From an optimization exercise on the open Yosys and OpenROAD flow, aimed at small area; shortcuts taken in it are not production practice.
The RTL was checked by simulation tests, not by an equivalence proof against the original design.

==> inputs of run K <==
==> flow/design.v (excerpt) <==
module fft(clk,rst,fir_data,fir_valid,fft_data,fft_valid,freq,fft_fin);
export LEC_CHECK = 0
export ABC_AREA = 1
export CAP_MARGIN = 20
export CORE_MARGIN = 2
export CORE_UTILIZATION = 80
export CTS_BUF_LIST = sky130_fd_sc_hd__clkbuf_8
export CTS_CLUSTER_DIAMETER = 50
export CTS_CLUSTER_SIZE = 16
export PLACE_DENSITY = 0.88
export SLEW_MARGIN = 20
export SYNTH_HIERARCHICAL = 1
export SYNTH_MINIMUM_KEEP_SIZE = 0
create_clock -name core_clock -period 12.0 [get_ports {clk}]
run.sh (not shown) runs the stock make flow with config.mk's settings and CLKGATE_MAP_FILE= SYNTH_SCRIPT=/design/flow/synth_recipe.tcl, a recipe that flattens the netlist after the stock synthesis.
==> run A: changes against run K <==
--- a/flow/design.v
+++ b/flow/design.v
@@ -807,14 +807,16 @@
 wire q4  = ~q1[3] & (q1[2:0] == 3'd4);
 wire q0P = q1[3] | (q1[2:0] == 3'd0);
 wire [23:0] Br = cnt[3] ? {a1, 8'd0} : (q35 ? pBC[31:8] : (q4 ? 24'd0 : pAC[31:8]));
 wire q17 = ~q1[3] & q1[0] & ~(q1[2] ^ q1[1]);
 wire [23:0] Bi = q17 ? pBC[31:8] : (q0P ? 24'd0 : pAC[31:8]);
-reg  [23:0] Brr, Bir;
+reg  [23:0] nBr, nBi;         
+wire [23:0] Brr = ~nBr;
+wire [23:0] Bir = ~nBi;
 reg         z2r;
 always @(posedge clk) begin
-  Brr <= Br; Bir <= Bi; z2r <= z2;
+  nBr <= ~Br; nBi <= ~Bi; z2r <= z2;
 end
 reg  [23:0] f2r [0:3];
 reg  [23:0] f2i [0:3];
 wire [23:0] Fr = f2r[3];
 wire [23:0] Fi = f2i[3];
@@ -851,11 +853,11 @@
   f2r[0] <= sel2 ? Dr : Brr;
   f2i[0] <= sel2 ? Di : (t2 ? Dr : Bir);
   for (i = 1; i < 4; i = i + 1) begin f2r[i] <= f2r[i-1]; f2i[i] <= f2i[i-1]; end
   vrr <= vr;
   vir <= vi;
-  wx  <= (tb & r2[0]) ? {8'd0, Xo} : Di;
+  wx  <= {Di[23:16], (tb & r2[0]) ? Xo : Di[15:0]};
 end
 wire tph  = ~qv[2];
 wire mulC = tph & qv[0];
 wire neg2 = tph & qv[1];
 wire [23:0] xin = (tph & ~qv[0]) ? wx : vrr;
@@ -1407,14 +1409,16 @@
 assign Pr[38] = xcr_285 ? xcr_321 : xcr_302;
 assign Pr[39] = xcr_285 ? xcr_323 : xcr_304;
 wire xcr_324;
 assign xcr_324 = xcr_285 ? xcr_322 : xcr_303;
 assign Xo = Pr[39:24];
-reg [15:0] s2r, s2i;
+reg [15:0] n2r, n2i;
+wire [15:0] s2r = ~n2r;
+wire [15:0] s2i = ~n2i;
 always @(posedge clk) begin
-  s2r <= mulC ? Pr[39:24] : vrr[23:8];
-  s2i <= mulC ? wx[15:0] : vir[23:8];
+  n2r <= ~(mulC ? Pr[39:24] : vrr[23:8]);
+  n2i <= ~(mulC ? wx[15:0] : vir[23:8]);
 end
 reg  [15:0] f3r [0:1];
 reg  [15:0] f3i [0:1];
 wire [15:0] Gr = f3r[1];
 wire [15:0] Gi = f3i[1];
==> flow/flow/run.sh (new file) <==
#!/bin/bash
# The standard layout (standard.sh, unchanged synthesis and steps), with the
# port buffers that global placement adds made of the smallest buffer cell.
export BUFFER_PORTS_ARGS="-buffer_cell sky130_fd_sc_hd__buf_2"
bash standard.sh > standard.log 2>&1
==> flow/standard.sh (new file) <==
#!/bin/bash
# synth_recipe.tcl (not shown) runs the flow's synth.tcl, then flattens the netlist and writes it again
# the make line also repeats each setting of config.mk as NAME=value (left out here)
make -C /OpenROAD-flow-scripts/flow DESIGN_CONFIG=/design/flow/config.mk WORK_HOME=/design/flow/orfs CLKGATE_MAP_FILE= SYNTH_SCRIPT=/design/flow/synth_recipe.tcl "${@:-finish}"
CORE_UTILIZATION = 78   (was 80)
PLACE_DENSITY = 0.86   (was 0.88)
removed: flow/run.sh
==> comparison <==
Between run K and run A, the lower critical path depth is in run A (gap 2).
Worst hold slack: run A is better than run K (23 ps).
Non-clock buffer count: run K is higher than run A (11).
Sequential cell count is the same in run K and run A.
Against run K, the synthesized cell count of run A is smaller by about 7%.
Count of clock-buffer cells in the layout: run A is lower than run K (2).
Maximum frequency: run A is smaller than run K (1.7%).
Global-route usage: run A is lower than run K (1.7 points).
==> figures <==
Insertion delay of the later-clocked pin in the worst-skew pair: run A 680 ps; run K 690 ps
Worst path setup slack after routing: run A 154 ps; run K 354 ps
Status: run A no timing/DRC/antenna violations; run K no timing/DRC/antenna violations
Fraction of area in multi-input gates: run A 0.546; run K 0.532
Cell count after placement: run A 3409; run K 3646
Clock buffer instance count of the final layout: run A 54; run K 56
Routed length on met1: run A 28.8 mm; run K 28.5 mm
Cts bufs inserted: run A 49; run K 51
F_max: run A 84.4 MHz; run K 85.9 MHz
Post-synthesis simple-gate area fraction: run A 0.0794; run K 0.0946
Post-place instance area: run A 0.0321 mm2; run K 0.0329 mm2
Non-clk buf share: run A 0.0185; run K 0.0283
Routability congestion estimate: run A 0.962; run K 0.983
# diodes: run A 1; run K 0
Count of placed standard cells in the final layout, fillers left out: run A 3488; run K 3730
Post-CTS Repair Setup Buffers: run A 1; run K 0
Pre-antenna DRT Iters: run A 8; run K 11
Synth Instances: run A 2914; run K 3142
Gates resized, CTS repair: run A 8; run K 6
Maximum clock skew at final layout: run A 25.7 ps; run K 61.3 ps

==> v9: inputs <==
Another version of the RTL of fft (not shown whole).
Settings: LEC_CHECK=0, CAP_MARGIN=20, CORE_MARGIN=2, CORE_UTILIZATION=65, PLACE_DENSITY=0.75, SLEW_MARGIN=20, SYNTH_HIERARCHICAL=1, SYNTH_MINIMUM_KEEP_SIZE=0; clock period 12.0 ns.
Stock flow here: none of the scripts above is used.
==> inputs of v10, as changes to v9 <==
CTS_CLUSTER_DIAMETER = 50   (was default)
CTS_CLUSTER_SIZE = 25   (was default)
==> comparison table <==
| item | v9 | v10 |
|---|---|---|
| GRT Total Usage | 30.2% | 30.3% |
| Crit. path cell count | 29 | 28 |
| Fin crit share | 97.7% | 97.7% |
| Global-route wire length before repair | 130000 um | 131000 um |
| Slowest stage cell on the critical path | sky130_fd_sc_hd__fa_2 | sky130_fd_sc_hd__fa_1 |
| Critical path buffer and inverter count | 5 | 4 |
| Outcome | complete, no violations | complete, no violations |
| Setup repair after global routing missed its margin | true | false |
| Final setup slack of the worst path | 0.279 ns | 0.279 ns |
| Proportion of cell area occupied by multi-input gates | 56.9% | 56.9% |
| Initial detailed-routing violation count | 1640 | 1527 |
| Flop2flop setup slack | 0.40 ns | 0.48 ns |

==> afterwards: timing with drivers on the ports <==
The results above use ideal ports. As a check the final layouts listed here were re-extracted and re-timed, cells and wires unchanged.
Step 1 sets driving cells, clkbuf_16 on the clock port and buf_2 on the other inputs (assumed; they add their load-dependent delay and slew).
Step 2 adds t to the input delays and takes it off the output delays; t is the mean of the earliest and latest rising clock arrival at the registers after step 1. Input paths then give back, and output paths get back, about the clock's delay inside the block.
Three values: no drivers, after step 1, after step 2; two values: the first two.
run | t, ns | setup slack, ns | slew at the worst register clock pin (ns)
run K | 0.720 | 0.354 / 0.299 / 0.420 | 0.11 / 0.11
run A | 0.722 | 0.154 / 0.098 / 0.694 | 0.11 / 0.11
v9 | 0.665 | 0.279 / 0.218 / 0.399 | 0.07 / 0.07
v10 | 0.666 | 0.279 / 0.216 / 0.477 | 0.09 / 0.09
After both steps every run listed still meets setup and hold.
